From an optimization exercise on the open Yosys and OpenROAD flow, aimed at small area and a short achievable clock period; shortcuts taken in it are not production practice. No functional check of the RTL was part of any run shown here.

## flow/flow/run.sh

```bash
#!/bin/bash
# The standard ORFS layout, with one change: the port buffers are buf_4
# cells instead of the delay buffer that buffer_ports picks by default, which
# puts about half a nanosecond on every path from an input.
set -euo pipefail
export BUFFER_PORTS_ARGS="-buffer_cell sky130_fd_sc_hd__buf_4"
export SETUP_SLACK_MARGIN=7.0
bash standard.sh finish > standard.log 2>&1
```

## flow/standard.sh

```bash
#!/bin/bash
# synth_recipe.tcl (not shown) runs the flow's synth.tcl, then flattens the netlist and writes it again
# the make line also repeats each setting of config.mk as NAME=value (left out here)
make -C /OpenROAD-flow-scripts/flow DESIGN_CONFIG=/design/flow/config.mk WORK_HOME=/design/flow/orfs CLKGATE_MAP_FILE= SYNTH_SCRIPT=/design/flow/synth_recipe.tcl "${@:-finish}"
```

## flow/config.mk

```make
export PLATFORM = sky130hd
export DESIGN_NAME = top
export DESIGN_NICKNAME = top
export VERILOG_FILES = /design/flow/design.v
export SDC_FILE = /design/flow/constraint.sdc
export NUM_CORES = 4
export LEC_CHECK = 0
export CAP_MARGIN = 20
export CORE_MARGIN = 2
export CORE_UTILIZATION = 60
export CTS_BUF_LIST = sky130_fd_sc_hd__clkbuf_4
export SLEW_MARGIN = 20
export SYNTH_HIERARCHICAL = 1
```

## flow/constraint.sdc

```tcl
create_clock -name core_clock -period 10.0 [get_ports {clk}]
set_input_delay 2.0000 -clock core_clock [delete_from_list [all_inputs] [get_ports {clk}]]
set_output_delay 2.0000 -clock core_clock [all_outputs]
set_load 0.01 [all_outputs]
```

## flow/design.v

```verilog
module fa (input a, input b, input c, output s, output co);
    assign s = a ^ b ^ c;
    assign co = (a & b) | (c & (a ^ b));
endmodule
module ha (input a, input b, output s, output co);
    assign s = a ^ b;
    assign co = a & b;
endmodule
module g_inv (input a, output y);
    assign y = ~a;
endmodule
module g_nand2 (input a, input b, output y);
    assign y = ~(a & b);
endmodule
module g_nor2 (input a, input b, output y);
    assign y = ~(a | b);
endmodule
module g_nand2b (input an, input b, output y);
    assign y = ~(~an & b);
endmodule
module g_nor2b (input a, input bn, output y);
    assign y = ~(a | ~bn);
endmodule
module g_xor2 (input a, input b, output y);
    assign y = a ^ b;
endmodule
module g_xnor2 (input a, input b, output y);
    assign y = ~(a ^ b);
endmodule
module g_o21ai (input a1, input a2, input b1, output y);
    assign y = ~((a1 | a2) & b1);
endmodule
module g_a21oi (input a1, input a2, input b1, output y);
    assign y = ~((a1 & a2) | b1);
endmodule
module late (input [13:0] pb, input [6:0] xr, output [13:0] y);
    wire w1, w2, w3, w4, w5, w6, w7, w8, w9, w10, w11, w12;
    wire w13, w14, w15, w16, w17, w18, w19, w20, w21, w22, w23, w24;
    wire w25, w26, w27, w28, w29, w30, w31, w32, w33, w34, w35, w36;
    wire w37, w38, w39, w40, w41, w42, w43, w44, w45, w46, w47, w48;
    wire w49, w50, w51, w52, w53, w54, w55, w56, w57, w58, w59, w60;
    wire w61, w62, w63, w64, w65, w66, w67, w68, w69, w70, w71, w72;
    wire w73, w74, w75, w76, w77, w78, w79, w80, w81, w82, w83, w84;
    wire w85, w86, w87, w88, w89, w90, w91, w92, w93, w94, w95, w96;
    wire w97, w98, w99, w100, w101, w102, w103, w104, w105, w106, w107, w108;
    wire w109, w110, w111, w112, w113, w114, w115, w116, w117, w118, w119, w120;
    wire w121, w122, w123, w124, w125, w126, w127, w128, w129, w130, w131, w132;
    wire w133, w134, w135, w136, w137;
    g_xor2 i1 (xr[2], xr[0], w1);
    g_xor2 i2 (pb[2], w1, w2);
    g_nand2 i3 (xr[2], xr[0], w3);
    g_nor2 i4 (xr[2], xr[0], w4);
    g_inv i5 (pb[2], w5);
    g_o21ai i6 (w5, w4, w3, w6);
    g_xor2 i7 (xr[3], xr[1], w7);
    g_xor2 i8 (pb[3], w7, w8);
    g_nand2 i9 (xr[3], xr[1], w9);
    g_nor2 i10 (xr[3], xr[1], w10);
    g_inv i11 (pb[3], w11);
    g_o21ai i12 (w11, w10, w9, w12);
    g_xor2 i13 (xr[4], xr[2], w13);
    g_xor2 i14 (pb[4], w13, w14);
    g_nand2 i15 (xr[4], xr[2], w15);
    g_nor2 i16 (xr[4], xr[2], w16);
    g_inv i17 (pb[4], w17);
    g_o21ai i18 (w17, w16, w15, w18);
    g_xor2 i19 (xr[5], xr[3], w19);
    g_xor2 i20 (pb[5], w19, w20);
    g_nand2 i21 (xr[5], xr[3], w21);
    g_nor2 i22 (xr[5], xr[3], w22);
    g_inv i23 (pb[5], w23);
    g_o21ai i24 (w23, w22, w21, w24);
    g_xnor2 i25 (xr[6], xr[4], w25);
    g_xor2 i26 (pb[6], w25, w26);
    g_nand2b i27 (xr[6], xr[4], w27);
    g_nor2b i28 (xr[4], xr[6], w28);
    g_inv i29 (pb[6], w29);
    g_o21ai i30 (w29, w28, w27, w30);
    g_xor2 i31 (pb[7], xr[5], w31);
    g_xnor2 i32 (pb[8], xr[6], w32);
    g_nand2 i33 (pb[7], xr[5], w33);
    g_nand2b i34 (xr[6], pb[8], w34);
    g_nand2 i35 (pb[0], xr[0], w35);
    g_nand2 i36 (pb[1], xr[1], w36);
    g_nand2 i37 (w8, w6, w37);
    g_nand2 i38 (w14, w12, w38);
    g_nand2 i39 (w20, w18, w39);
    g_nand2 i40 (w26, w24, w40);
    g_nand2 i41 (w31, w30, w41);
    g_nand2b i42 (w33, w32, w42);
    g_nand2b i43 (w34, pb[9], w43);
    g_nor2 i44 (pb[0], xr[0], w44);
    g_nor2 i45 (pb[1], xr[1], w45);
    g_nor2 i46 (w8, w6, w46);
    g_nor2 i47 (w14, w12, w47);
    g_nor2 i48 (w20, w18, w48);
    g_nor2 i49 (w26, w24, w49);
    g_nor2 i50 (w31, w30, w50);
    g_nor2b i51 (w32, w33, w51);
    g_nor2b i52 (pb[9], w34, w52);
    g_xor2 i53 (pb[0], xr[0], w53);
    g_xor2 i54 (pb[1], xr[1], w54);
    g_xor2 i55 (w8, w6, w55);
    g_xor2 i56 (w14, w12, w56);
    g_xor2 i57 (w20, w18, w57);
    g_xor2 i58 (w26, w24, w58);
    g_xor2 i59 (w31, w30, w59);
    g_xnor2 i60 (w32, w33, w60);
    g_xnor2 i61 (pb[9], w34, w61);
    g_xnor2 i62 (pb[2], w1, w62);
    g_inv i63 (pb[10], w63);
    g_inv i64 (pb[11], w64);
    g_inv i65 (pb[12], w65);
    g_inv i66 (pb[13], w66);
    g_o21ai i67 (w45, w35, w36, w67);
    g_nor2 i68 (w62, w36, w68);
    g_nor2 i69 (w62, w45, w69);
    g_nor2 i70 (w46, w62, w70);
    g_o21ai i71 (w47, w37, w38, w71);
    g_nor2 i72 (w47, w46, w72);
    g_o21ai i73 (w48, w38, w39, w73);
    g_nor2 i74 (w48, w47, w74);
    g_o21ai i75 (w49, w39, w40, w75);
    g_nor2 i76 (w49, w48, w76);
    g_o21ai i77 (w50, w40, w41, w77);
    g_nor2 i78 (w50, w49, w78);
    g_o21ai i79 (w51, w41, w42, w79);
    g_nor2 i80 (w51, w50, w80);
    g_o21ai i81 (w52, w42, w43, w81);
    g_nor2 i82 (w52, w51, w82);
    g_nor2 i83 (w63, w43, w83);
    g_nor2 i84 (w63, w52, w84);
    g_nor2 i85 (w64, w63, w85);
    g_nor2 i86 (w65, w64, w86);
    g_nor2 i87 (w66, w65, w87);
    g_inv i88 (w35, w88);
    g_a21oi i89 (w69, w88, w68, w89);
    g_inv i90 (w37, w90);
    g_a21oi i91 (w70, w67, w90, w91);
    g_a21oi i92 (w72, w68, w71, w92);
    g_nand2 i93 (w72, w69, w93);
    g_inv i94 (w37, w94);
    g_a21oi i95 (w74, w94, w73, w95);
    g_nand2 i96 (w74, w70, w96);
    g_a21oi i97 (w76, w71, w75, w97);
    g_nand2 i98 (w76, w72, w98);
    g_a21oi i99 (w78, w73, w77, w99);
    g_nand2 i100 (w78, w74, w100);
    g_a21oi i101 (w80, w75, w79, w101);
    g_nand2 i102 (w80, w76, w102);
    g_a21oi i103 (w82, w77, w81, w103);
    g_nand2 i104 (w82, w78, w104);
    g_a21oi i105 (w84, w79, w83, w105);
    g_nand2 i106 (w84, w80, w106);
    g_nand2 i107 (w85, w81, w107);
    g_nand2 i108 (w85, w82, w108);
    g_nand2 i109 (w86, w83, w109);
    g_nand2 i110 (w86, w84, w110);
    g_nand2 i111 (w87, w85, w111);
    g_o21ai i112 (w93, w35, w92, w112);
    g_inv i113 (w67, w113);
    g_o21ai i114 (w96, w113, w95, w114);
    g_o21ai i115 (w98, w89, w97, w115);
    g_o21ai i116 (w100, w91, w99, w116);
    g_o21ai i117 (w102, w92, w101, w117);
    g_nor2 i118 (w102, w93, w118);
    g_o21ai i119 (w104, w95, w103, w119);
    g_nor2 i120 (w104, w96, w120);
    g_o21ai i121 (w106, w97, w105, w121);
    g_nor2 i122 (w106, w98, w122);
    g_o21ai i123 (w108, w99, w107, w123);
    g_nor2 i124 (w108, w100, w124);
    g_o21ai i125 (w110, w101, w109, w125);
    g_nor2 i126 (w110, w102, w126);
    g_nor2 i127 (w111, w103, w127);
    g_nor2 i128 (w111, w104, w128);
    g_inv i129 (w35, w129);
    g_a21oi i130 (w118, w129, w117, w130);
    g_a21oi i131 (w120, w67, w119, w131);
    g_inv i132 (w89, w132);
    g_a21oi i133 (w122, w132, w121, w133);
    g_inv i134 (w91, w134);
    g_a21oi i135 (w124, w134, w123, w135);
    g_a21oi i136 (w126, w112, w125, w136);
    g_a21oi i137 (w128, w114, w127, w137);
    g_xor2 o0 (w53, 1'b0, y[0]);
    g_xnor2 o1 (w54, w35, y[1]);
    g_xor2 o2 (w2, w67, y[2]);
    g_xnor2 o3 (w55, w89, y[3]);
    g_xnor2 o4 (w56, w91, y[4]);
    g_xor2 o5 (w57, w112, y[5]);
    g_xor2 o6 (w58, w114, y[6]);
    g_xor2 o7 (w59, w115, y[7]);
    g_xor2 o8 (w60, w116, y[8]);
    g_xnor2 o9 (w61, w130, y[9]);
    g_xnor2 o10 (pb[10], w131, y[10]);
    g_xnor2 o11 (pb[11], w133, y[11]);
    g_xnor2 o12 (pb[12], w135, y[12]);
    g_xnor2 o13 (pb[13], w136, y[13]);
endmodule
module top #(parameter m = 7) (
    input clk,
    input signed [m-1:0] noise_in,
    output reg signed [2*m-1:0] filter_out
);
    reg [6:0] d0, d1, d2, d3, d4, d5, d6, d7;
    reg [13:0] s2;
    reg [12:0] c2;
    reg [13:0] s1;
    reg [12:0] c1;
    wire n1, n2, n3, n4, n5, n6, n7, n8, n9, n10, n11, n12;
    wire n13, n14, n15, n16, n17, n18, n19, n20, n21, n22, n23, n24;
    wire n25, n26, n27, n28, n29, n30, n31, n32, n33, n34, n35, n36;
    wire n37, n38, n39, n40, n41, n42, n43, n44, n45, n46, n47, n48;
    wire n49, n50, n51, n52, n53, n54, n55, n56, n57, n58, n59, n60;
    wire n61, n62, n63, n64, n65, n66, n67, n68, n69, n70, n71, n72;
    wire n73, n74, n75, n76, n77, n78, n79, n80, n81, n82, n83, n84;
    wire n85, n86, n87, n88, n89, n90, n91, n92, n93, n94, n95, n96;
    wire n97, n98, n99, n100, n101, n102, n103, n104, n105, n106, n107, n108;
    wire n109, n110, n111, n112, n113, n114, n115, n116, n117, n118, n119, n120;
    wire n121, n122, n123, n124, n125, n126, n127, n128, n129, n130, n131, n132;
    wire n133, n134, n135, n136, n137, n138, n139, n140, n141, n142, n143, n144;
    wire n145, n146, n147, n148, n149, n150, n151, n152, n153, n154, n155, n156;
    wire n157, n158, n159, n160, n161, n162, n163, n164, n165, n166, n167, n168;
    wire n169, n170, n171, n172, n173, n174, n175, n176, n177, n178, n179, n180;
    wire n181, n182, n183, n184, n185, n186, n187, n188, n189, n190, n191, n192;
    wire n193, n194, n195, n196, n197, n198, n199, n200, n201, n202, n203, n204;
    wire n205, n206, n207, n208, n209, n210, n211, n212, n213, n214, n215, n216;
    wire n217, n218, n219, n220, n221, n222, n223, n224, n225, n226, n227, n228;
    wire n229, n230, n231, n232, n233, n234, n235, n236, n237, n238, n239, n240;
    wire n241, n242, n243, n244, n245, n246, n247, n248, n249, n250, n251, n252;
    wire n253, n254, n255, n256, n257, n258, n259, n260, n261, n262, n263, n264;
    wire n265, n266, n267, n268, n269, n270, n271, n272, n273, n274, n275, n276;
    wire n277, n278, n279, n280, n281, n282, n283, n284, n285, n286;
    fa u1 (d2[0], d2[3], d3[0], n1, n2);
    ha u2 (d3[4], d4[0], n3, n4);
    fa u3 (d2[1], d2[4], d3[1], n5, n6);
    fa u4 (d3[5], d4[1], ~d4[5], n7, n8);
    ha u5 (d5[2], d5[4], n9, n10);
    fa u6 (d2[2], d2[5], d3[2], n11, n12);
    fa u7 (~d3[6], d4[2], d4[6], n13, n14);
    fa u8 (d5[3], d5[5], ~d5[6], n15, n16);
    fa u9 (d2[3], ~d2[6], d3[3], n17, n18);
    ha u10 (d4[3], d5[4], n19, n20);
    ha u11 (d2[0], d3[1], n21, n22);
    fa u12 (d2[1], d3[2], ~d4[2], n23, n24);
    fa u13 (d2[2], d3[3], ~d4[3], n25, n26);
    fa u14 (d5[0], d5[2], d5[3], n27, n28);
    fa u15 (~d4[4], d5[1], d5[3], n29, n30);
    fa u16 (d5[4], d6[1], d7[2], n31, n32);
    ha u17 (d7[4], n3, n33, n34);
    fa u18 (d5[5], d6[2], d7[3], n35, n36);
    fa u19 (d7[5], n4, n9, n37, n38);
    fa u20 (n2, n5, n7, n39, n40);
    fa u21 (d6[3], d7[4], ~d7[6], n41, n42);
    fa u22 (n10, n6, n8, n43, n44);
    fa u23 (n11, n13, n15, n45, n46);
    fa u24 (~d5[6], d6[4], d7[5], n47, n48);
    fa u25 (n19, n12, n14, n49, n50);
    fa u26 (n16, n17, 1'b1, n51, n52);
    fa u27 (d2[4], d3[4], d4[4], n53, n54);
    fa u28 (d5[5], d6[5], ~d7[6], n55, n56);
    ha u29 (n20, n18, n57, n58);
    fa u30 (d2[5], d3[5], d4[5], n59, n60);
    ha u31 (~d5[6], ~d6[6], n61, n62);
    fa u32 (~d4[1], d5[0], d5[1], n63, n64);
    fa u33 (d5[1], d5[2], d7[0], n65, n66);
    ha u34 (d7[2], n22, n67, n68);
    fa u35 (d6[0], d7[1], d7[3], n69, n70);
    fa u36 (n24, n25, n27, n71, n72);
    fa u37 (n26, n28, n1, n73, n74);
    fa u38 (n29, n31, n33, n75, n76);
    fa u39 (n30, n32, n35, n77, n78);
    fa u40 (n34, n37, n39, n79, n80);
    fa u41 (n36, n41, n38, n81, n82);
    fa u42 (n40, n43, n45, n83, n84);
    fa u43 (n42, n47, n44, n85, n86);
    fa u44 (n46, n49, n51, n87, n88);
    fa u45 (n48, n53, n55, n89, n90);
    fa u46 (n57, n50, n52, n91, n92);
    fa u47 (n61, n54, n56, n93, n94);
    fa u48 (n59, n58, 1'b1, n95, n96);
    fa u49 (~d2[6], ~d3[6], ~d4[6], n97, n98);
    fa u50 (n62, n60, 1'b1, n99, n100);
    ha u51 (d3[0], ~d4[0], n101, n102);
    fa u52 (d7[1], n21, n63, n103, n104);
    fa u53 (n64, n23, n65, n105, n106);
    fa u54 (n66, n68, n69, n107, n108);
    fa u55 (n70, n72, n73, n109, n110);
    fa u56 (n74, n77, n76, n111, n112);
    fa u57 (n78, n81, n80, n113, n114);
    fa u58 (n82, n85, n84, n115, n116);
    fa u59 (n89, n86, n88, n117, n118);
    fa u60 (n90, n93, n95, n119, n120);
    fa u61 (n97, n94, n99, n121, n122);
    ha u62 (n98, n100, n123, n124);
    ha u63 (d5[0], d7[0], n125, n126);
    fa u64 (n102, n103, 1'b1, n127, n128);
    fa u65 (n67, n104, n105, n129, n130);
    fa u66 (n106, n71, n107, n131, n132);
    fa u67 (n108, n75, n109, n133, n134);
    fa u68 (n110, n79, n111, n135, n136);
    fa u69 (n112, n83, n113, n137, n138);
    fa u70 (n87, n114, n115, n139, n140);
    fa u71 (n91, n116, n117, n141, n142);
    fa u72 (n92, n119, n118, n143, n144);
    fa u73 (n96, n121, n120, n145, n146);
    fa u74 (n123, n122, 1'b1, n147, n148);
    ha u75 (n124, 1'b1, n149, n150);
    ha u76 (s2[3], c2[3], n151, n152);
    fa u77 (s2[4], c2[4], d0[1], n153, n154);
    fa u78 (d0[3], d0[4], d1[0], n155, n156);
    fa u79 (s2[5], c2[5], d0[2], n157, n158);
    fa u80 (d0[4], d0[5], d1[1], n159, n160);
    ha u81 (~d1[5], d2[1], n161, n162);
    fa u82 (s2[6], c2[6], d0[3], n163, n164);
    fa u83 (d0[5], ~d0[6], d1[2], n165, n166);
    fa u84 (d1[6], d2[2], ~d2[6], n167, n168);
    fa u85 (s2[7], c2[7], d0[4], n169, n170);
    ha u86 (~d0[6], d1[3], n171, n172);
    ha u87 (s2[8], c2[8], n173, n174);
    ha u88 (s2[0], c2[0], n175, n176);
    fa u89 (s2[1], c2[1], d0[0], n177, n178);
    ha u90 (d0[1], ~d1[1], n179, n180);
    fa u91 (s2[2], c2[2], d0[1], n181, n182);
    fa u92 (d0[2], ~d1[2], d2[2], n183, n184);
    fa u93 (d0[0], d0[2], d0[3], n185, n186);
    fa u94 (~d1[3], d2[3], n151, n187, n188);
    fa u95 (~d1[4], d2[0], d2[4], n189, n190);
    fa u96 (n152, n153, n155, n191, n192);
    fa u97 (d2[5], n161, n154, n193, n194);
    fa u98 (n156, n157, n159, n195, n196);
    fa u99 (n162, n158, n160, n197, n198);
    fa u100 (n163, n165, n167, n199, n200);
    fa u101 (d2[3], n171, n164, n201, n202);
    fa u102 (n166, n168, n169, n203, n204);
    fa u103 (d0[5], d1[4], d2[4], n205, n206);
    fa u104 (n172, n173, n170, n207, n208);
    fa u105 (s2[9], c2[9], ~d0[6], n209, n210);
    fa u106 (d1[5], d2[5], n174, n211, n212);
    fa u107 (s2[10], c2[10], ~d1[6], n213, n214);
    ha u108 (d0[0], ~d1[0], n215, n216);
    fa u109 (d2[1], n176, n179, n217, n218);
    fa u110 (n180, n178, n181, n219, n220);
    fa u111 (n182, n184, n185, n221, n222);
    fa u112 (n186, n189, n188, n223, n224);
    fa u113 (n190, n192, n193, n225, n226);
    fa u114 (n194, n196, n197, n227, n228);
    fa u115 (n198, n200, n201, n229, n230);
    fa u116 (n205, n202, n204, n231, n232);
    fa u117 (n206, n209, n211, n233, n234);
    fa u118 (~d2[6], n210, n213, n235, n236);
    ha u119 (s2[11], c2[11], n237, n238);
    ha u120 (d2[0], n175, n239, n240);
    fa u121 (n216, n177, n217, n241, n242);
    fa u122 (n183, n218, n219, n243, n244);
    fa u123 (n187, n220, n221, n245, n246);
    fa u124 (n222, n191, n223, n247, n248);
    fa u125 (n195, n224, n225, n249, n250);
    fa u126 (n199, n226, n227, n251, n252);
    fa u127 (n203, n228, n229, n253, n254);
    fa u128 (n207, n230, n231, n255, n256);
    fa u129 (n208, n233, n232, n257, n258);
    fa u130 (n212, n235, n234, n259, n260);
    fa u131 (n237, n214, n236, n261, n262);
    fa u132 (s2[12], c2[12], n238, n263, n264);
    fa u133 (n244, n245, noise_in[0], n265, n266);
    fa u134 (n246, n247, noise_in[1], n267, n268);
    fa u135 (n248, noise_in[2], n249, n269, n270);
    fa u136 (n250, noise_in[3], n251, n271, n272);
    fa u137 (n252, noise_in[4], n253, n273, n274);
    fa u138 (n254, noise_in[5], n255, n275, n276);
    fa u139 (n257, n256, ~noise_in[6], n277, n278);
    ha u140 (n259, n258, n279, n280);
    ha u141 (n261, n260, n281, n282);
    ha u142 (n263, n262, n283, n284);
    ha u143 (s2[13], n264, n285, n286);
    wire [13:0] ea = {s1[13], s1[12], s1[11], s1[10], s1[9], s1[8], s1[7], s1[6], s1[5], s1[4], s1[3], s1[2], s1[1], s1[0]};
    wire [13:0] eb = {c1[12], c1[11], c1[10], c1[9], c1[8], c1[7], c1[6], c1[5], c1[4], c1[3], 1'b0, c1[2], c1[1], c1[0]};
    wire [13:0] pb = ea + eb + 14'd0;
    wire [13:0] y;
    late u_late (pb, noise_in, y);
    always @(posedge clk) begin
        d0 <= noise_in;
        d1 <= d0;
        d2 <= d1;
        d3 <= d2;
        d4 <= d3;
        d5 <= d4;
        d6 <= d5;
        d7 <= d6;
        s2 <= {n150, n148, n146, n144, n142, n140, n138, n136, n134, n132, n130, n128, n126, n101};
        c2 <= {n149, n147, n145, n143, n141, n139, n137, n135, n133, n131, n129, n127, n125};
        s1 <= {n284, n282, n280, n278, n276, n274, n272, n270, n268, n266, n265, n242, n240, n215};
        c1 <= {n285, n283, n281, n279, n277, n275, n273, n271, n269, n267, n243, n241, n239};
        filter_out <= y;
    end
endmodule
```

==> reports/summary.txt, run 1 <==
Run status -> no timing/DRC/antenna violations
# clock sinks -> 124
Max-capacitance violation count -> 0
Mapped Area -> 6790 sq um
Crit-path cells -> buf_4, xor2_2, xor2_2, nor2_2, o21ai_2, a21oi_2, o21ai_4, a21oi_2, xnor2_1
Cell variety after synth -> 38
Worst clock skew on the final layout -> 16.9 ps
Fraction of layout cells with a size suffix above 1 -> 22.9%
Via-per-instance ratio -> 5.21
Vias -> 3779
Post-synthesis average cell area -> 13.0 sq um
Yosys warning count -> 7
Number of placement rows -> 38
Cell taking the most area after synthesis -> dfxtp_1
Buffer type at the clock tree root -> clkbuf_4
Final cycle utilization of the critical path -> 30.0%
Clock latency on the worst-skew pair -> 530 ps
Final routed wirelength across all metal layers -> 11.9 mm
Effective utilization at floorplan -> 62.1%
CTS max path bufs -> 2
Startpoint kind of the worst setup timing path -> primary input
Least setup slack across all paths after layout -> 7000 ps
Critical path data arrival time -> 3410 ps
Largest net degree at the start of global routing -> 17
RSZ-0062 raised after global routing -> yes
CP delay by family, top -> compound AO/OA/AOI/OAI gates
Total buffers and inverters traversed by the critical path -> 1
Routed wire length per instance -> 16.4 um
Number of global-route vias before repair -> 4124
Seq. cell area -> 2510 sq um
Horizontal die dimension -> 110 um
Drt drc -> 0
Final critical delay including setup and external delays -> 3000 ps
Area of combinational cells with multiple inputs -> 4280 sq um
Class of the worst hold path -> reg -> reg
Max-slew violation count -> 0
Die Ht -> 110 um
Dpl cell area -> 7160 sq um
GRT Resource Usage Total -> 22.7%
FMAX -> 334 MHz
Core box area -> 10900 sq um
DRC marker count from the first detailed-route iteration -> 149
Post-CTS clock slew at the launch and capture registers of the worst setup and hold paths -> 110 ps
Setup TNS Final -> 0 ps
Antenna Cells -> 0
Setup Slack @ Placement -> 6380 ps
Routability congestion estimate -> 0.844
Final Net Count -> 737
Critical path class -> in -> reg
Portion of the post-synthesis area used by sequential elements -> 36.6%
Post-synth top area share -> 36.6%
Fill count -> 810
Setup-failing EPs final -> 0
Count of input and output buffers -> 21
Cell count after synthesis -> 524
Count of flip-flops with a built-in enable after synthesis -> 0
Final Hold Vio Count -> 0
Share of flip-flops with an asynchronous set or reset -> 0%
Number of top-level design ports -> 22
First-pass GRT wire length -> 19.8 mm
Peak per-stage delay on the critical path -> 210 ps
Top cells by count, synth -> 124 x dfxtp_1, 119 x fa_1, 44 x inv_1, 37 x ha_1, 31 x nor2_1
Die area -> 12200 sq um
Clock tree from TritonCTS -> yes
Overflow left after global routing -> 0
Worst Hold Slack -> 360 ps
Length of the first detailed-routing pass in iterations -> 4
Cell types occupying the most area after synthesis -> dfxtp_1 37%, fa_1 35%, ha_1 6.8%, xor2_1 3.5%, xnor2_1 2.5%
Final design area excluding fillers -> 7670 sq um
Area grow syn2layout -> 13.0%
Number of CTS-inserted buffers -> 17
Seq cells post-synth -> 124
Post-cts hold buffer count -> 0
Critical-path cell with the highest stage delay -> nor2_2
Initial antenna violation count -> 0
Most used flip-flop cell after synthesis -> dfxtp_1
Worst endpoint required time -> 10420 ps
Maximum level of the CTS H-tree -> 4
Post-DRT Antenna Nets -> 0
Cell with the most instances after synthesis -> dfxtp_1
Kind of end point of the critical path -> flip-flop
CP Max Fanout -> 8
Core utilization of the finished layout -> 70.2%
Post-DP HPWL -> 9.89 mm
modules after synthesis (local to each module, per instance):
module	cell area [sq um]	flops+latches
fa	20.0	0
g_a21oi	8.76	0
g_inv	3.75	0
g_nand2	3.75	0
g_nand2b	6.26	0
g_nor2	3.75	0
g_nor2b	13.8	0
g_o21ai	5.00	0
g_xnor2	8.76	0
g_xor2	8.76	0
ha	12.5	0
late	3.75	0
top	3250	124
final cells by class:
class                           instances  share of cell area (%)
Tap cell                              140                    2.28
Sequential cell                       124                    32.8
Timing Repair Buffer                   27                    3.42
Clock inverter                         15                    1.91
Multi-Input combinational cell        359                    55.8
Clock buffer                           17                    1.66
Inverter                               44                    2.15
placed cells by master, fill, tap and decap left out, types with 2 or more instances in the layout:
master | synthesis | layout
fa_1 | 119 | 118
dfxtp_1 | 124 | 99
inv_1 | 44 | 42
ha_1 | 37 | 37
nand2_1 | 30 | 29
dfxtp_2 | 0 | 25
xor2_1 | 27 | 22
nor2_1 | 31 | 21
clkbuf_4 | 0 | 17
a21oi_2 | 16 | 16
xnor2_1 | 19 | 16
buf_6 | 0 | 16
o21ai_1 | 22 | 15
buf_4 | 0 | 11
nor2_2 | 0 | 8
a21oi_1 | 7 | 7
o21ai_2 | 1 | 7
conb_1 | 2 | 7
clkinvlp_4 | 0 | 6
nand2b_1 | 5 | 5
xor2_2 | 0 | 5
nand3_1 | 4 | 4
nor2b_4 | 4 | 4
clkinv_1 | 0 | 4
o211ai_1 | 3 | 3
nand4_1 | 3 | 3
o21ai_0 | 3 | 3
xnor2_2 | 0 | 3
inv_6 | 0 | 3
a21o_1 | 2 | 2
nand3b_1 | 2 | 2
nor3_1 | 2 | 2
nor3b_1 | 2 | 2
inv_2 | 0 | 2
nor2_4 | 0 | 2
bufinv_16 | 0 | 2
flip-flops by register name, summed over array words and instances, names as in the netlist:
register	count
d3	7
c1	13
d7	7
c2	13
filter_out	14
d0	7
s1	14
s2	14
d6	7
d5	7
d4	7
d2	7
d1	7
cell families (layout without fill, tap and decap cells):
family	count (synthesis)	in the layout	synth area share, %
buffers and inverters	46	103	2.58
AOI/OAI and AO/OA	64	64	6.69
muxes	1	1	0.147
other	2	7	0.111
xor gates and xnor gates	46	46	5.93
DFF	124	124	36.6
and+or+nand+nor	85	85	6.06
adders and majority gates	156	156	41.9
what timing repair did:
action,CTS,global route
buffers inserted,2,4
endpoints found under the hold margin,0,0
setup endpoints to repair,22,30
pin swaps,0,14
gates resized for setup,26,36
final timing paths:
path | cells past startpoint | from | endpoint | slack [ps]
setup / recovery | 9 | noise_in[2] | filter_out[13]$_DFF_P_ | 7000
hold / removal | 0 | d5[6]$_DFF_P_ | d6[6]$_DFF_P_ | 360
setup reg to reg | 5 | d5[3]$_DFF_P_ | c2[8]$_DFF_P_ | 7100
hold reg to reg | 0 | d5[6]$_DFF_P_ | d6[6]$_DFF_P_ | 360
per-stage QoR:
stage          cells
4_1_cts          722
3_5_place_dp     688
5_1_grt          726
2_1_floorplan    529
3_3_place_gp     688
6_report         726
routing by layer:
metal	vias to the layer above	share of wire, %	track usage [%]
li1	1786	-	-
met1	1927	42	27.6
met2	48	54	39.7
met3	18	2.5	4.41
met4	0	1.8	9.20
met5	-	0	0
worst register-to-register path: cells and delay by family, from the launching register on:
kind                       cells  cell delay, ps
DFF                            1             510
adders and majority gates      5            2270
==> inputs of run 2 (changes only) <==
--- a/flow/flow/run.sh
+++ b/flow/flow/run.sh
@@ -5,4 +5,3 @@
 set -euo pipefail
 export BUFFER_PORTS_ARGS="-buffer_cell sky130_fd_sc_hd__buf_4"
-export SETUP_SLACK_MARGIN=7.0
 bash standard.sh finish > standard.log 2>&1
==> run 2 against run 1 <==
Effect of this change: critical endpoint unchanged; utilization is 2.1 points lower; final cell count is 0.69% lower; critical path depth unchanged; area after synthesis unchanged; first-iteration DRC count is 28% higher; clock skew is essentially flat; wire length down 1.8%.
==> reports/summary.txt, run 2 <==
Run status -> no timing/DRC/antenna violations
Post-synthesis average cell area -> 13.0 sq um
Routed wire length per instance -> 16.2 um
Clock latency on the worst-skew pair -> 550 ps
CP Max Fanout -> 8
Horizontal die dimension -> 110 um
Mapped Area -> 6790 sq um
Critical path data arrival time -> 3520 ps
Number of top-level design ports -> 22
RSZ-0062 raised after global routing -> no
Largest net degree at the start of global routing -> 17
Final critical delay including setup and external delays -> 3080 ps
Most used flip-flop cell after synthesis -> dfxtp_1
Setup Slack @ Placement -> 6350 ps
Total buffers and inverters traversed by the critical path -> 1
FMAX -> 324 MHz
Startpoint kind of the worst setup timing path -> primary input
Slew headroom -> 65.0%
Effective utilization at floorplan -> 62.1%
Cell types occupying the most area after synthesis -> dfxtp_1 37%, fa_1 35%, ha_1 6.8%, xor2_1 3.5%, xnor2_1 2.5%
GRT Resource Usage Total -> 22.8%
Maximum level of the CTS H-tree -> 4
Post-synth top area share -> 36.6%
Final routed wirelength across all metal layers -> 11.7 mm
Overflow left after global routing -> 0
Setup TNS Final -> 0 ps
Max-slew violation count -> 0
Core box area -> 10900 sq um
Critical-path cell with the highest stage delay -> xor2_1
Peak per-stage delay on the critical path -> 300 ps
Class of the worst hold path -> reg -> reg
Top cells by count, synth -> 124 x dfxtp_1, 119 x fa_1, 44 x inv_1, 37 x ha_1, 31 x nor2_1
Most crowded layer after global routing -> met2
Post-DRT Antenna Nets -> 0
Most frequent cells in the layout -> 124 x dfxtp_1, 119 x fa_1, 44 x inv_1, 37 x ha_1, 31 x nor2_1
Share of flip-flops with an asynchronous set or reset -> 0%
Portion of the post-synthesis area used by sequential elements -> 36.6%
Setup-failing EPs final -> 0
DRC marker count from the first detailed-route iteration -> 190
Commonest non-fill, non-tap cell in the layout -> dfxtp_1
Final cycle utilization of the critical path -> 30.8%
Resize count post-CTS -> 0
Clock tree from TritonCTS -> yes
First-pass GRT wire length -> 19.7 mm
# clock sinks -> 124
CP delay by family, top -> XOR/XNOR gates
Fraction of layout cells with a size suffix above 1 -> 13.3%
Critical path class -> in -> reg
Worst endpoint required time -> 10430 ps
Initial antenna violation count -> 1
Largest registers -> filter_out x14, s1 x14, s2 x14
Die Ht -> 110 um
Final Hold Vio Count -> 0
Count of input and output buffers -> 21
Number of CTS-inserted buffers -> 17
Kind of end point of the critical path -> flip-flop
Post-DP HPWL -> 9.68 mm
Final Net Count -> 731
Drt drc -> 0
Seq cells post-synth -> 124
Vias -> 3745
Yosys warning count -> 7
Length of the first detailed-routing pass in iterations -> 4
Buffer type at the clock tree root -> clkbuf_4
Routability congestion estimate -> 0.842
Area grow syn2layout -> 9.60%
CTS max path bufs -> 2
Least setup slack across all paths after layout -> 6920 ps
Post-CTS clock slew at the launch and capture registers of the worst setup and hold paths -> 110 ps
Setup repair bufs after CTS -> 0
Cell variety after synth -> 38
Number of global-route vias before repair -> 4023
Die area -> 12200 sq um
Post-cts hold buffer count -> 0
Count of flip-flops with a built-in enable after synthesis -> 0
Crit-path cells -> buf_4, xor2_1, xor2_1, nor2_1, nor2_1, nand2_1, o21ai_1, a21oi_2, xnor2_1
Met3 capacity usage during global routing -> 5.11%
Actual slew at the worst max-slew pin -> 522 ps
Global routing met1 resource utilization -> 28.7%
Number of placement rows -> 38
Cell taking the most area after synthesis -> dfxtp_1
Max-capacitance violation count -> 0
Cell count after synthesis -> 524
Via-per-instance ratio -> 5.19
Cell with the most instances after synthesis -> dfxtp_1
Worst clock skew on the final layout -> 16.7 ps
Global Route met2 Usage -> 38.9%
## run 2: cell counts after synthesis
Identical to the previous run, type by type.
## run 2: stage by stage
step	area, sq um	hold slack [ps]	instances	utilization, %
after floorplan	6810	331	529	-
after global placement	7130	337	688	65.2
after detailed placement	7130	337	688	65.2
after CTS	7440	364	720	68.0
after global routing	7440	371	721	68.0
final	7440	362	721	68.0
## run 2: layer usage
metal	part of all wire (%)	vias up	wire length (um)
met1	43	1893	4990
met3	3.0	16	345
li1	-	1778	-
met5	0	-	0
met4	1.8	0	206
met2	53	58	6140
## run 2: cell type report
type,count,area (sq um)
multi-input cells,359,4150
fillers,820,3490
flip-flops and latches,124,2480
well taps,140,175
clock inverters,13,165
inverters,44,165
repair buffers,21,158
clock buffers,19,143
diodes,1,2.50
## run 2: worst paths after layout
kind,startpoint,end,slack [ps],depth (start not counted)
max,noise_in[3],filter_out[13]$_DFF_P_,6920,9
min,d5[6]$_DFF_P_,d6[6]$_DFF_P_,360,0
max reg2reg,d2[5]$_DFF_P_,c2[7]$_DFF_P_,6970,5
min reg2reg,d5[6]$_DFF_P_,d6[6]$_DFF_P_,360,0
## run 2: cell families (layout without fill, tap and decap cells)
logic type	count (synthesis)	count (layout)	synth area share [%]
AOI/OAI and AO/OA	64	64	6.69
xor gates and xnor gates	46	46	5.93
adders and majority gates	156	156	41.9
buffers and inverters	46	97	2.58
DFF	124	124	36.6
muxes	1	1	0.147
other	2	8	0.111
and+or+nand+nor	85	85	6.06
## run 2: Yosys stat by module, one instance, submodules excluded, excerpt
module   flops+latches  area, sq um  copies in the design
g_xnor2              0         8.76                    13
g_inv                0         3.75                    15
g_o21ai              0         5.00                    21
late                 0         3.75                     1
g_xor2               0         8.76                    23
g_nor2               0         3.75                    28
g_nor2b              0         13.8                     3
top                124         3250                     1
g_a21oi              0         8.76                    14
==> inputs of run 3 (changes only) <==
--- a/flow/config.mk
+++ b/flow/config.mk
@@ -9,5 +9,5 @@
 export CORE_MARGIN = 2
 export CORE_UTILIZATION = 60
-export CTS_BUF_LIST = sky130_fd_sc_hd__clkbuf_4
+export CTS_BUF_LIST = sky130_fd_sc_hd__clkbuf_8
 export SLEW_MARGIN = 20
 export SYNTH_HIERARCHICAL = 1
==> run 3 against run 2 <==
Effect of this change: clock skew down 9.7 ps; critical path depth unchanged; area after synthesis unchanged; non-clock buffer count unchanged; sequential share of layout area down 0.47 points; hold slack got worse by 3.3 ps.
==> reports/summary.txt, run 3 <==
Routability congestion estimate -> 0.842
Top cells by count, synth -> 124 x dfxtp_1, 119 x fa_1, 44 x inv_1, 37 x ha_1, 31 x nor2_1
Drt drc -> 0
Overflow left after global routing -> 0
Post-cts hold buffer count -> 0
Seq. cell area -> 2480 sq um
Post-synthesis average cell area -> 13.0 sq um
Resize count post-CTS -> 0
Setup repair bufs after CTS -> 0
Most used flip-flop cell after synthesis -> dfxtp_1
Critical path data arrival time -> 3500 ps
Slew headroom -> 64.0%
Initial antenna violation count -> 0
Post-CTS clock slew at the launch and capture registers of the worst setup and hold paths -> 70 ps
Area grow syn2layout -> 11.2%
Final Hold Vio Count -> 0
Max-capacitance violation count -> 0
Run status -> no timing/DRC/antenna violations
Vias -> 3762
Seq cells post-synth -> 124
Cell count after synthesis -> 524
Antenna Cells -> 0
Class of the worst hold path -> reg -> reg
Largest net degree at the start of global routing -> 17
Setup Slack @ Placement -> 6350 ps
CP Max Fanout -> 8
Number of top-level design ports -> 22
Most frequent cells in the layout -> 124 x dfxtp_1, 119 x fa_1, 46 x inv_1, 37 x ha_1, 31 x nor2_1
Final critical delay including setup and external delays -> 3170 ps
Setup-failing EPs final -> 0
Critical-path cell with the highest stage delay -> xor2_1
Number of global-route vias before repair -> 4082
Startpoint kind of the worst setup timing path -> primary input
Yosys warning count -> 7
# clock sinks -> 124
Number of placement rows -> 38
Setup TNS Final -> 0 ps
Via-per-instance ratio -> 5.23
Cell with the most instances after synthesis -> dfxtp_1
Cell variety after synth -> 38
Portion of the post-synthesis area used by sequential elements -> 36.6%
Critical path class -> in -> reg
Effective utilization at floorplan -> 62.1%
Buffer type at the clock tree root -> clkbuf_8
Mapped Area -> 6790 sq um
Worst endpoint required time -> 10330 ps
Crit-path cells -> buf_4, xor2_1, xor2_1, nor2_1, nor2_1, nand2_1, o21ai_1, a21oi_2, xnor2_1
Count of input and output buffers -> 21
Actual slew at the worst max-slew pin -> 537 ps
Die Ht -> 110 um
Horizontal die dimension -> 110 um
Commonest non-fill, non-tap cell in the layout -> dfxtp_1
Fill count -> 810
Clock tree from TritonCTS -> yes
Maximum level of the CTS H-tree -> 4
Least setup slack across all paths after layout -> 6830 ps
Final routed wirelength across all metal layers -> 12.0 mm
GRT Resource Usage Total -> 23.3%
DRC marker count from the first detailed-route iteration -> 211
Cell types occupying the most area after synthesis -> dfxtp_1 37%, fa_1 35%, ha_1 6.8%, xor2_1 3.5%, xnor2_1 2.5%
First-pass GRT wire length -> 20.1 mm
Area of combinational cells with multiple inputs -> 4150 sq um
Max-slew violation count -> 0
Total buffers and inverters traversed by the critical path -> 1
Post-synth top area share -> 36.6%
Post-DP HPWL -> 9.68 mm
RSZ-0062 raised after global routing -> no
Number of CTS-inserted buffers -> 17
Post-DRT Antenna Nets -> 0
CTS max path bufs -> 2
Peak per-stage delay on the critical path -> 300 ps
Count of flip-flops with a built-in enable after synthesis -> 0
Worst clock skew on the final layout -> 6.93 ps
Worst Hold Slack -> 358 ps
Core box area -> 10900 sq um
Largest registers -> filter_out x14, s1 x14, s2 x14
CP delay by family, top -> XOR/XNOR gates
Final cycle utilization of the critical path -> 31.7%
Routed wire length per instance -> 16.7 um
Kind of end point of the critical path -> flip-flop
Core utilization of the finished layout -> 69.0%
Fraction of layout cells with a size suffix above 1 -> 13.1%
Share of flip-flops with an asynchronous set or reset -> 0%
Die area -> 12200 sq um
Clock latency on the worst-skew pair -> 450 ps
Length of the first detailed-routing pass in iterations -> 5
Final Net Count -> 731
Cell taking the most area after synthesis -> dfxtp_1
FMAX -> 315 MHz
[run 3: logic make-up after synthesis]
| logic type | count (synthesis) | synth area share (%) |
|---|---|---|
| mux | 1 | 0.147 |
| xor+xnor | 46 | 5.93 |
| other cells | 2 | 0.111 |
| fa+ha+maj | 156 | 41.9 |
| flops | 124 | 36.6 |
| buf+inv | 46 | 2.58 |
| compound gates | 64 | 6.69 |
| simple gates | 85 | 6.06 |
[run 3: worst register-to-register path, stage by stage, from the launching register on]
cell and delay (ps):
dfxtp_1 560, fa_1 520, fa_1 520, fa_1 390, fa_1 520, fa_1 410
[run 3: final cells by class]
| type | instances | area share, % |
|---|---|---|
| multi-input cells | 359 | 55.0 |
| flip-flops and latches | 124 | 32.9 |
| clock buffers | 18 | 3.28 |
| well taps | 140 | 2.32 |
| clock inverters | 14 | 2.24 |
| inverters | 44 | 2.19 |
| repair buffers | 21 | 2.09 |
[run 3: per-stage QoR]
stage | std cells | cell area, sq um
6_report | 720 | 7550
5_1_grt | 720 | 7550
2_1_floorplan | 529 | 6810
4_1_cts | 720 | 7550
3_5_place_dp | 688 | 7130
3_3_place_gp | 688 | 7130
[run 3: path summary, 6_finish.rpt]
| path | from | to | slack (ps) | cells past startpoint |
|---|---|---|---|---|
| setup / recovery | noise_in[3] | filter_out[13]$_DFF_P_ | 6830 | 9 |
| hold / removal | d0[6]$_DFF_P_ | d1[6]$_DFF_P_ | 360 | 0 |
| setup reg to reg | d2[5]$_DFF_P_ | c2[7]$_DFF_P_ | 6960 | 5 |
| hold reg to reg | d0[6]$_DFF_P_ | d1[6]$_DFF_P_ | 360 | 0 |
[run 3: per-module statistics from Yosys (local to each module, per instance)]
module    cells inside  copies in the design  area [sq um]
g_xor2               1                    23          8.76
late                 1                     1          3.75
g_xnor2              1                    13          8.76
g_nor2               1                    28          3.75
g_inv                1                    15          3.75
g_nor2b              1                     3          13.8
g_o21ai              1                    21          5.00
g_a21oi              1                    14          8.76
g_nand2b             1                     4          6.26
ha                   1                    25          12.5
top                236                     1          3250
g_nand2              1                    23          3.75
fa                   1                   118          20.0
[run 3: routing by layer]
| metal | GRT usage (%) | share of wire, % |
|---|---|---|
| met3 | 5.29 | 3.5 |
| met2 | 40.8 | 53 |
| met5 | 0 | 0 |
| met4 | 8.04 | 1.5 |
| met1 | 28.5 | 42 |
==> inputs of run 4 (changes only) <==
--- a/flow/design.v
+++ b/flow/design.v
@@ -28,9 +28,113 @@
     assign y = ~(a ^ b);
 endmodule
+module g_a21oi (input a1, input a2, input b1, output y);
+    assign y = ~((a1 & a2) | b1);
+endmodule
 module g_o21ai (input a1, input a2, input b1, output y);
     assign y = ~((a1 | a2) & b1);
 endmodule
-module g_a21oi (input a1, input a2, input b1, output y);
-    assign y = ~((a1 & a2) | b1);
+module early (input [13:0] s, input [12:0] c, output [13:0] pb);
+    wire e1, e2, e3, e4, e5, e6, e7, e8, e9, e10, e11, e12;
+    wire e13, e14, e15, e16, e17, e18, e19, e20, e21, e22, e23, e24;
+    wire e25, e26, e27, e28, e29, e30, e31, e32, e33, e34, e35, e36;
+    wire e37, e38, e39, e40, e41, e42, e43, e44, e45, e46, e47, e48;
+    wire e49, e50, e51, e52, e53, e54, e55, e56, e57, e58, e59, e60;
+    wire e61, e62, e63, e64, e65, e66, e67, e68, e69, e70, e71, e72;
+    wire e73, e74, e75, e76, e77, e78, e79, e80, e81;
+    g_nand2 i1 (s[0], c[0], e1);
+    g_nand2 i2 (s[1], c[1], e2);
+    g_nand2 i3 (s[2], c[2], e3);
+    g_nand2 i4 (s[4], c[3], e4);
+    g_nand2 i5 (s[5], c[4], e5);
+    g_nand2 i6 (s[6], c[5], e6);
+    g_nand2 i7 (s[7], c[6], e7);
+    g_nand2 i8 (s[8], c[7], e8);
+    g_nand2 i9 (s[9], c[8], e9);
+    g_nand2 i10 (s[10], c[9], e10);
+    g_nand2 i11 (s[11], c[10], e11);
+    g_nand2 i12 (s[12], c[11], e12);
+    g_nand2 i13 (s[13], c[12], e13);
+    g_nor2 i14 (s[0], c[0], e14);
+    g_nor2 i15 (s[1], c[1], e15);
+    g_nor2 i16 (s[2], c[2], e16);
+    g_nor2 i17 (s[4], c[3], e17);
+    g_nor2 i18 (s[5], c[4], e18);
+    g_nor2 i19 (s[6], c[5], e19);
+    g_nor2 i20 (s[7], c[6], e20);
+    g_nor2 i21 (s[8], c[7], e21);
+    g_nor2 i22 (s[9], c[8], e22);
+    g_nor2 i23 (s[10], c[9], e23);
+    g_nor2 i24 (s[11], c[10], e24);
+    g_nor2 i25 (s[12], c[11], e25);
+    g_nor2 i26 (s[13], c[12], e26);
+    g_xor2 i27 (s[0], c[0], e27);
+    g_xor2 i28 (s[1], c[1], e28);
+    g_xor2 i29 (s[2], c[2], e29);
+    g_xor2 i30 (s[4], c[3], e30);
+    g_xor2 i31 (s[5], c[4], e31);
+    g_xor2 i32 (s[6], c[5], e32);
+    g_xor2 i33 (s[7], c[6], e33);
+    g_xor2 i34 (s[8], c[7], e34);
+    g_xor2 i35 (s[9], c[8], e35);
+    g_xor2 i36 (s[10], c[9], e36);
+    g_xor2 i37 (s[11], c[10], e37);
+    g_xor2 i38 (s[12], c[11], e38);
+    g_xor2 i39 (s[13], c[12], e39);
+    g_o21ai i40 (e15, e1, e2, e40);
+    g_nand2b i41 (e3, s[3], e41);
+    g_nand2b i42 (e16, s[3], e42);
+    g_o21ai i43 (e18, e4, e5, e43);
+    g_nor2 i44 (e18, e17, e44);
+    g_o21ai i45 (e20, e6, e7, e45);
+    g_nor2 i46 (e20, e19, e46);
+    g_o21ai i47 (e22, e8, e9, e47);
+    g_nor2 i48 (e22, e21, e48);
+    g_o21ai i49 (e24, e10, e11, e49);
+    g_nor2 i50 (e24, e23, e50);
+    g_o21ai i51 (e26, e12, e13, e51);
+    g_nor2 i52 (e26, e25, e52);
+    g_inv i53 (e40, e53);
+    g_o21ai i54 (e42, e53, e41, e54);
+    g_a21oi i55 (e46, e43, e45, e55);
+    g_nand2 i56 (e46, e44, e56);
+    g_a21oi i57 (e50, e47, e49, e57);
+    g_nand2 i58 (e50, e48, e58);
+    g_inv i59 (e56, e59);
+    g_inv i60 (e55, e60);
+    g_a21oi i61 (e59, e54, e60, e61);
+    g_o21ai i62 (e58, e61, e57, e62);
+    g_a21oi i63 (e44, e54, e43, e63);
+    g_inv i64 (e48, e64);
+    g_inv i65 (e47, e65);
+    g_o21ai i66 (e64, e61, e65, e66);
+    g_a21oi i67 (e52, e62, e51, e67);
+    g_inv i68 (e16, e68);
+    g_inv i69 (e3, e69);
+    g_a21oi i70 (e68, e40, e69, e70);
+    g_inv i71 (e17, e71);
+    g_inv i72 (e4, e72);
+    g_a21oi i73 (e71, e54, e72, e73);
+    g_o21ai i74 (e19, e63, e6, e74);
+    g_o21ai i75 (e21, e61, e8, e75);
+    g_inv i76 (e23, e76);
+    g_inv i77 (e10, e77);
+    g_a21oi i78 (e76, e66, e77, e78);
+    g_inv i79 (e25, e79);
+    g_inv i80 (e12, e80);
+    g_a21oi i81 (e79, e62, e80, e81);
+    g_xor2 i82 (e27, 1'b0, pb[0]);
+    g_xnor2 i83 (e28, e1, pb[1]);
+    g_xor2 i84 (e29, e40, pb[2]);
+    g_xnor2 i85 (s[3], e70, pb[3]);
+    g_xor2 i86 (e30, e54, pb[4]);
+    g_xnor2 i87 (e31, e73, pb[5]);
+    g_xnor2 i88 (e32, e63, pb[6]);
+    g_xor2 i89 (e33, e74, pb[7]);
+    g_xnor2 i90 (e34, e61, pb[8]);
+    g_xor2 i91 (e35, e75, pb[9]);
+    g_xor2 i92 (e36, e66, pb[10]);
+    g_xnor2 i93 (e37, e78, pb[11]);
+    g_xor2 i94 (e38, e62, pb[12]);
+    g_xnor2 i95 (e39, e81, pb[13]);
 endmodule
 module late (input [13:0] pb, input [6:0] xr, output [13:0] y);
@@ -46,5 +150,5 @@
     wire w109, w110, w111, w112, w113, w114, w115, w116, w117, w118, w119, w120;
     wire w121, w122, w123, w124, w125, w126, w127, w128, w129, w130, w131, w132;
-    wire w133, w134, w135, w136, w137;
+    wire w133, w134, w135, w136, w137, w138, w139;
     g_xor2 i1 (xr[2], xr[0], w1);
     g_xor2 i2 (pb[2], w1, w2);
@@ -108,94 +212,96 @@
     g_xnor2 i60 (w32, w33, w60);
     g_xnor2 i61 (pb[9], w34, w61);
-    g_xnor2 i62 (pb[2], w1, w62);
-    g_inv i63 (pb[10], w63);
-    g_inv i64 (pb[11], w64);
-    g_inv i65 (pb[12], w65);
-    g_inv i66 (pb[13], w66);
-    g_o21ai i67 (w45, w35, w36, w67);
-    g_nor2 i68 (w62, w36, w68);
-    g_nor2 i69 (w62, w45, w69);
-    g_nor2 i70 (w46, w62, w70);
-    g_o21ai i71 (w47, w37, w38, w71);
-    g_nor2 i72 (w47, w46, w72);
-    g_o21ai i73 (w48, w38, w39, w73);
-    g_nor2 i74 (w48, w47, w74);
-    g_o21ai i75 (w49, w39, w40, w75);
-    g_nor2 i76 (w49, w48, w76);
-    g_o21ai i77 (w50, w40, w41, w77);
-    g_nor2 i78 (w50, w49, w78);
-    g_o21ai i79 (w51, w41, w42, w79);
-    g_nor2 i80 (w51, w50, w80);
-    g_o21ai i81 (w52, w42, w43, w81);
-    g_nor2 i82 (w52, w51, w82);
-    g_nor2 i83 (w63, w43, w83);
-    g_nor2 i84 (w63, w52, w84);
-    g_nor2 i85 (w64, w63, w85);
-    g_nor2 i86 (w65, w64, w86);
-    g_nor2 i87 (w66, w65, w87);
-    g_inv i88 (w35, w88);
-    g_a21oi i89 (w69, w88, w68, w89);
-    g_inv i90 (w37, w90);
-    g_a21oi i91 (w70, w67, w90, w91);
-    g_a21oi i92 (w72, w68, w71, w92);
-    g_nand2 i93 (w72, w69, w93);
-    g_inv i94 (w37, w94);
-    g_a21oi i95 (w74, w94, w73, w95);
-    g_nand2 i96 (w74, w70, w96);
-    g_a21oi i97 (w76, w71, w75, w97);
-    g_nand2 i98 (w76, w72, w98);
-    g_a21oi i99 (w78, w73, w77, w99);
-    g_nand2 i100 (w78, w74, w100);
-    g_a21oi i101 (w80, w75, w79, w101);
-    g_nand2 i102 (w80, w76, w102);
-    g_a21oi i103 (w82, w77, w81, w103);
-    g_nand2 i104 (w82, w78, w104);
-    g_a21oi i105 (w84, w79, w83, w105);
-    g_nand2 i106 (w84, w80, w106);
-    g_nand2 i107 (w85, w81, w107);
-    g_nand2 i108 (w85, w82, w108);
-    g_nand2 i109 (w86, w83, w109);
-    g_nand2 i110 (w86, w84, w110);
-    g_nand2 i111 (w87, w85, w111);
-    g_o21ai i112 (w93, w35, w92, w112);
-    g_inv i113 (w67, w113);
-    g_o21ai i114 (w96, w113, w95, w114);
-    g_o21ai i115 (w98, w89, w97, w115);
-    g_o21ai i116 (w100, w91, w99, w116);
-    g_o21ai i117 (w102, w92, w101, w117);
-    g_nor2 i118 (w102, w93, w118);
-    g_o21ai i119 (w104, w95, w103, w119);
-    g_nor2 i120 (w104, w96, w120);
-    g_o21ai i121 (w106, w97, w105, w121);
-    g_nor2 i122 (w106, w98, w122);
-    g_o21ai i123 (w108, w99, w107, w123);
-    g_nor2 i124 (w108, w100, w124);
-    g_o21ai i125 (w110, w101, w109, w125);
-    g_nor2 i126 (w110, w102, w126);
-    g_nor2 i127 (w111, w103, w127);
-    g_nor2 i128 (w111, w104, w128);
-    g_inv i129 (w35, w129);
-    g_a21oi i130 (w118, w129, w117, w130);
-    g_a21oi i131 (w120, w67, w119, w131);
-    g_inv i132 (w89, w132);
-    g_a21oi i133 (w122, w132, w121, w133);
-    g_inv i134 (w91, w134);
-    g_a21oi i135 (w124, w134, w123, w135);
-    g_a21oi i136 (w126, w112, w125, w136);
-    g_a21oi i137 (w128, w114, w127, w137);
-    g_xor2 o0 (w53, 1'b0, y[0]);
-    g_xnor2 o1 (w54, w35, y[1]);
-    g_xor2 o2 (w2, w67, y[2]);
-    g_xnor2 o3 (w55, w89, y[3]);
-    g_xnor2 o4 (w56, w91, y[4]);
-    g_xor2 o5 (w57, w112, y[5]);
-    g_xor2 o6 (w58, w114, y[6]);
-    g_xor2 o7 (w59, w115, y[7]);
-    g_xor2 o8 (w60, w116, y[8]);
-    g_xnor2 o9 (w61, w130, y[9]);
-    g_xnor2 o10 (pb[10], w131, y[10]);
-    g_xnor2 o11 (pb[11], w133, y[11]);
-    g_xnor2 o12 (pb[12], w135, y[12]);
-    g_xnor2 o13 (pb[13], w136, y[13]);
+    g_o21ai i62 (w45, w35, w36, w62);
+    g_nand2b i63 (w36, w2, w63);
+    g_nand2b i64 (w45, w2, w64);
+    g_nand2b i65 (w46, w2, w65);
+    g_o21ai i66 (w47, w37, w38, w66);
+    g_nor2 i67 (w47, w46, w67);
+    g_o21ai i68 (w48, w38, w39, w68);
+    g_nor2 i69 (w48, w47, w69);
+    g_o21ai i70 (w49, w39, w40, w70);
+    g_nor2 i71 (w49, w48, w71);
+    g_o21ai i72 (w50, w40, w41, w72);
+    g_nor2 i73 (w50, w49, w73);
+    g_o21ai i74 (w51, w41, w42, w74);
+    g_nor2 i75 (w51, w50, w75);
+    g_o21ai i76 (w52, w42, w43, w76);
+    g_nor2 i77 (w52, w51, w77);
+    g_nand2b i78 (w43, pb[10], w78);
+    g_nand2b i79 (w52, pb[10], w79);
+    g_nand2 i80 (pb[11], pb[10], w80);
+    g_nand2 i81 (pb[12], pb[11], w81);
+    g_nand2 i82 (pb[13], pb[12], w82);
+    g_o21ai i83 (w64, w35, w63, w83);
+    g_inv i84 (w62, w84);
+    g_o21ai i85 (w65, w84, w37, w85);
+    g_inv i86 (w63, w86);
+    g_a21oi i87 (w67, w86, w66, w87);
+    g_nand2b i88 (w64, w67, w88);
+    g_inv i89 (w37, w89);
+    g_a21oi i90 (w69, w89, w68, w90);
+    g_nand2b i91 (w65, w69, w91);
+    g_a21oi i92 (w71, w66, w70, w92);
+    g_nand2 i93 (w71, w67, w93);
+    g_a21oi i94 (w73, w68, w72, w94);
+    g_nand2 i95 (w73, w69, w95);
+    g_a21oi i96 (w75, w70, w74, w96);
+    g_nand2 i97 (w75, w71, w97);
+    g_a21oi i98 (w77, w72, w76, w98);
+    g_nand2 i99 (w77, w73, w99);
+    g_inv i100 (w79, w100);
+    g_inv i101 (w78, w101);
+    g_a21oi i102 (w100, w74, w101, w102);
+    g_nand2b i103 (w79, w75, w103);
+    g_nand2b i104 (w80, w76, w104);
+    g_nand2b i105 (w80, w77, w105);
+    g_nor2 i106 (w81, w78, w106);
+    g_nor2 i107 (w81, w79, w107);
+    g_nor2 i108 (w82, w80, w108);
+    g_o21ai i109 (w88, w35, w87, w109);
+    g_inv i110 (w62, w110);
+    g_o21ai i111 (w91, w110, w90, w111);
+    g_inv i112 (w83, w112);
+    g_o21ai i113 (w93, w112, w92, w113);
+    g_inv i114 (w85, w114);
+    g_o21ai i115 (w95, w114, w94, w115);
+    g_o21ai i116 (w97, w87, w96, w116);
+    g_nor2 i117 (w97, w88, w117);
+    g_o21ai i118 (w99, w90, w98, w118);
+    g_nor2 i119 (w99, w91, w119);
+    g_o21ai i120 (w103, w92, w102, w120);
+    g_nor2 i121 (w103, w93, w121);
+    g_o21ai i122 (w105, w94, w104, w122);
+    g_nor2 i123 (w105, w95, w123);
+    g_inv i124 (w107, w124);
+    g_inv i125 (w106, w125);
+    g_o21ai i126 (w124, w96, w125, w126);
+    g_nand2b i127 (w97, w107, w127);
+    g_nand2b i128 (w98, w108, w128);
+    g_nand2b i129 (w99, w108, w129);
+    g_inv i130 (w35, w130);
+    g_a21oi i131 (w117, w130, w116, w131);
+    g_a21oi i132 (w119, w62, w118, w132);
+    g_a21oi i133 (w121, w83, w120, w133);
+    g_a21oi i134 (w123, w85, w122, w134);
+    g_inv i135 (w127, w135);
+    g_a21oi i136 (w135, w109, w126, w136);
+    g_inv i137 (w129, w137);
+    g_inv i138 (w128, w138);
+    g_a21oi i139 (w137, w111, w138, w139);
+    g_xor2 i140 (w53, 1'b0, y[0]);
+    g_xnor2 i141 (w54, w35, y[1]);
+    g_xor2 i142 (w2, w62, y[2]);
+    g_xor2 i143 (w55, w83, y[3]);
+    g_xor2 i144 (w56, w85, y[4]);
+    g_xor2 i145 (w57, w109, y[5]);
+    g_xor2 i146 (w58, w111, y[6]);
+    g_xor2 i147 (w59, w113, y[7]);
+    g_xor2 i148 (w60, w115, y[8]);
+    g_xnor2 i149 (w61, w131, y[9]);
+    g_xnor2 i150 (pb[10], w132, y[10]);
+    g_xnor2 i151 (pb[11], w133, y[11]);
+    g_xnor2 i152 (pb[12], w134, y[12]);
+    g_xnor2 i153 (pb[13], w136, y[13]);
 endmodule
 module top #(parameter m = 7) (
@@ -376,8 +482,6 @@
     ha u142 (n263, n262, n283, n284);
     ha u143 (s2[13], n264, n285, n286);
-    wire [13:0] ea = {s1[13], s1[12], s1[11], s1[10], s1[9], s1[8], s1[7], s1[6], s1[5], s1[4], s1[3], s1[2], s1[1], s1[0]};
-    wire [13:0] eb = {c1[12], c1[11], c1[10], c1[9], c1[8], c1[7], c1[6], c1[5], c1[4], c1[3], 1'b0, c1[2], c1[1], c1[0]};
-    wire [13:0] pb = ea + eb + 14'd0;
-    wire [13:0] y;
+    wire [13:0] pb, y;
+    early u_early (s1, c1, pb);
     late u_late (pb, noise_in, y);
     always @(posedge clk) begin
--- a/flow/config.mk
+++ b/flow/config.mk
@@ -9,5 +9,5 @@
 export CORE_MARGIN = 2
 export CORE_UTILIZATION = 60
-export CTS_BUF_LIST = sky130_fd_sc_hd__clkbuf_8
+export CTS_BUF_LIST = sky130_fd_sc_hd__clkbuf_4
 export SLEW_MARGIN = 20
 export SYNTH_HIERARCHICAL = 1
==> run 4 against run 3 <==
Effect of this change: highest routed layer unchanged; global-route usage shrank 1.0 points; largest cell class unchanged; final cell count grew 0.14%; sequential share of layout area grew 1.2 points; count of clock-buffer cells in the layout grew 1; design area shrank 3.6%; clock skew grew 8.8 ps; still clean; hold slack is essentially flat.
==> reports/summary.txt, run 4 <==
Run status -> no timing/DRC/antenna violations
Final cycle utilization of the critical path -> 32.1%
Clock latency on the worst-skew pair -> 520 ps
# clock sinks -> 124
Critical-path cell with the highest stage delay -> xor2_1
Final Net Count -> 721
Setup-failing EPs final -> 0
Startpoint kind of the worst setup timing path -> primary input
Global routing met1 resource utilization -> 26.4%
Count of flip-flops with a built-in enable after synthesis -> 0
Routed wire length per instance -> 15.8 um
Worst endpoint required time -> 10400 ps
DRC marker count from the first detailed-route iteration -> 146
Crit-path cells -> buf_4, xor2_1, xor2_1, nor2_1, nor2_1, nand2b_1, o21ai_1, a21oi_2, xnor2_1
Via-per-instance ratio -> 4.93
Setup repair bufs after CTS -> 0
Number of placement rows -> 38
Commonest non-fill, non-tap cell in the layout -> dfxtp_1
Count of input and output buffers -> 21
Final Hold Vio Count -> 0
Most used flip-flop cell after synthesis -> dfxtp_1
Post-DRT Antenna Nets -> 0
Share of flip-flops with an asynchronous set or reset -> 0%
Largest registers -> filter_out x14, s1 x14, s2 x14
CTS max path bufs -> 2
CP Max Fanout -> 8
Portion of the post-synthesis area used by sequential elements -> 37.3%
Final routed wirelength across all metal layers -> 11.4 mm
Post-Place Cells -> 691
Class of the worst hold path -> reg -> reg
Most frequent cells in the layout -> 124 x dfxtp_1, 118 x fa_1, 51 x inv_1, 45 x xor2_1, 37 x nor2_1
Area grow syn2layout -> 9.35%
Mapped Area -> 6650 sq um
Cell count after synthesis -> 525
Vias -> 3554
Cell with the most instances after synthesis -> dfxtp_1
Die Ht -> 109 um
Resize count post-CTS -> 0
FMAX -> 311 MHz
Non-filler cells, final -> 721
Post-DP HPWL -> 9.56 mm
Initial antenna violation count -> 0
Number of global-route vias before repair -> 3988
Critical path class -> in -> reg
Effective utilization at floorplan -> 61.3%
Horizontal die dimension -> 109 um
Core box area -> 10800 sq um
RSZ-0062 raised after global routing -> no
First-pass GRT wire length -> 19.0 mm
Met3 capacity usage during global routing -> 6.04%
Overflow left after global routing -> 0
Kind of end point of the critical path -> flip-flop
Buffer type at the clock tree root -> clkbuf_4
Final critical delay including setup and external delays -> 3210 ps
Cell types occupying the most area after synthesis -> dfxtp_1 37%, fa_1 36%, xor2_1 5.9%, ha_1 4.7%, inv_1 2.9%
Post-CTS clock slew at the launch and capture registers of the worst setup and hold paths -> 90 ps
Post-cts hold buffer count -> 0
Setup TNS Final -> 0 ps
GRT Resource Usage Total -> 22.3%
Antenna Cells -> 0
Clock tree from TritonCTS -> yes
Cell taking the most area after synthesis -> dfxtp_1
Cell variety after synth -> 13
Die area -> 11900 sq um
Yosys warning count -> 7
Drt drc -> 0
run 4: cell types whose count changed in the layout (fill, tap and decap cells not counted), moves of 5 or more:
cell,change
inv_1,+5
clkbuf_8,-18
nor2_1,+6
a21oi_1,-7
ha_1,-12
o21ai_1,+11
xor2_1,+18
nand2b_1,+12
clkbuf_4,+19
run 4: stage by stage:
stage,instance area (sq um),setup WS (ps),hold slack (ps)
after floorplan,6670,6720,331
after global placement,7000,6400,334
after detailed placement,7000,6310,344
after CTS,7270,6840,361
after global routing,7270,6610,368
final,7270,6790,359
run 4: path summary, 6_finish.rpt:
path,start,cells after the start,to,slack [ps]
hold reg to reg,d2[6]$_DFF_P_,0,d3[6]$_DFF_P_,360
hold / removal,d2[6]$_DFF_P_,0,d3[6]$_DFF_P_,360
setup / recovery,noise_in[4],9,filter_out[13]$_DFF_P_,6790
setup reg to reg,c1[0]$_DFF_P_,15,filter_out[13]$_DFF_P_,6840
run 4: final cells by class:
cell class | instances | area [sq um]
timing repair buffer | 21 | 158
inverter | 51 | 191
multi-input combinational | 355 | 4000
tap | 140 | 175
clock buffer | 19 | 143
clock inverter | 11 | 128
fill | 822 | 3570
sequential | 124 | 2480
run 4: kinds of logic after synthesis:
logic type | Yosys count | share of synthesized area, %
other cells | 3 | 0.169
buf+inv | 51 | 2.88
fa+ha+maj | 143 | 40.2
simple gates | 89 | 6.11
compound gates | 53 | 5.12
xor+xnor | 62 | 8.17
flops | 124 | 37.3
run 4: per-module statistics from Yosys (local to each module, per instance), excerpt:
module	times used	cells	flip-flops and latches	area (sq um)
fa	118	1	0	20.0
ha	25	1	0	12.5
g_xnor2	17	1	0	8.76
g_xor2	45	1	0	8.76
g_nand2b	17	1	0	6.26
g_o21ai	33	1	0	5.00
late	1	1	0	3.75
g_nand2	32	1	0	3.75
run 4: per-layer routing:
metal | routed length [um] | vias up
met4 | 169 | 0
met3 | 386 | 16
met5 | 0 | -
met2 | 5980 | 61
met1 | 4890 | 1767
li1 | - | 1710
run 4: worst max-delay path: cells and delay by family:
| kind | cells | cell delay (ps) |
|---|---|---|
| xor gates and xnor gates | 3 | 610 |
| buffers and inverters | 1 | 150 |
| and+or+nand+nor | 3 | 470 |
| AOI/OAI and AO/OA | 2 | 350 |

-- afterwards: timing with drivers on the ports --
The flow's constraints put no driver on any port. The routed layouts listed below were extracted and timed again, unchanged, in two steps. Step 1, drivers: a clkbuf_16 drives clk and a buf_2 each remaining input, both assumed. Step 2 adds t to the input delays and takes it off the output delays; t is the mean of the earliest and latest rising clock arrival at the registers after step 1. Input paths then give back, and output paths get back, about the clock's delay inside the block. a / b / c = ideal ports / drivers / drivers and shift; a / b = the first two.
run | t (ns) | slack for setup (ns) | hold slack, ns | pins driven straight from the clock port
run 1 | 0.555 | 7.003 / 6.978 / 6.458 | 0.360 / 0.360 / 0.360 | 1
run 2 | 0.575 | 6.916 / 6.924 / 6.349 | 0.362 / 0.362 / 0.362 | 1
run 3 | 0.479 | 6.826 / 6.833 / 6.354 | 0.358 / 0.358 / 0.358 | 1
run 4 | 0.538 | 6.790 / 6.795 / 6.257 | 0.359 / 0.359 / 0.359 | 1
After both steps every run listed still meets setup and hold. For run 2, which loses most, drivers alone change the setup slack by +0.008 ns; drivers and shift together by -0.567 ns.
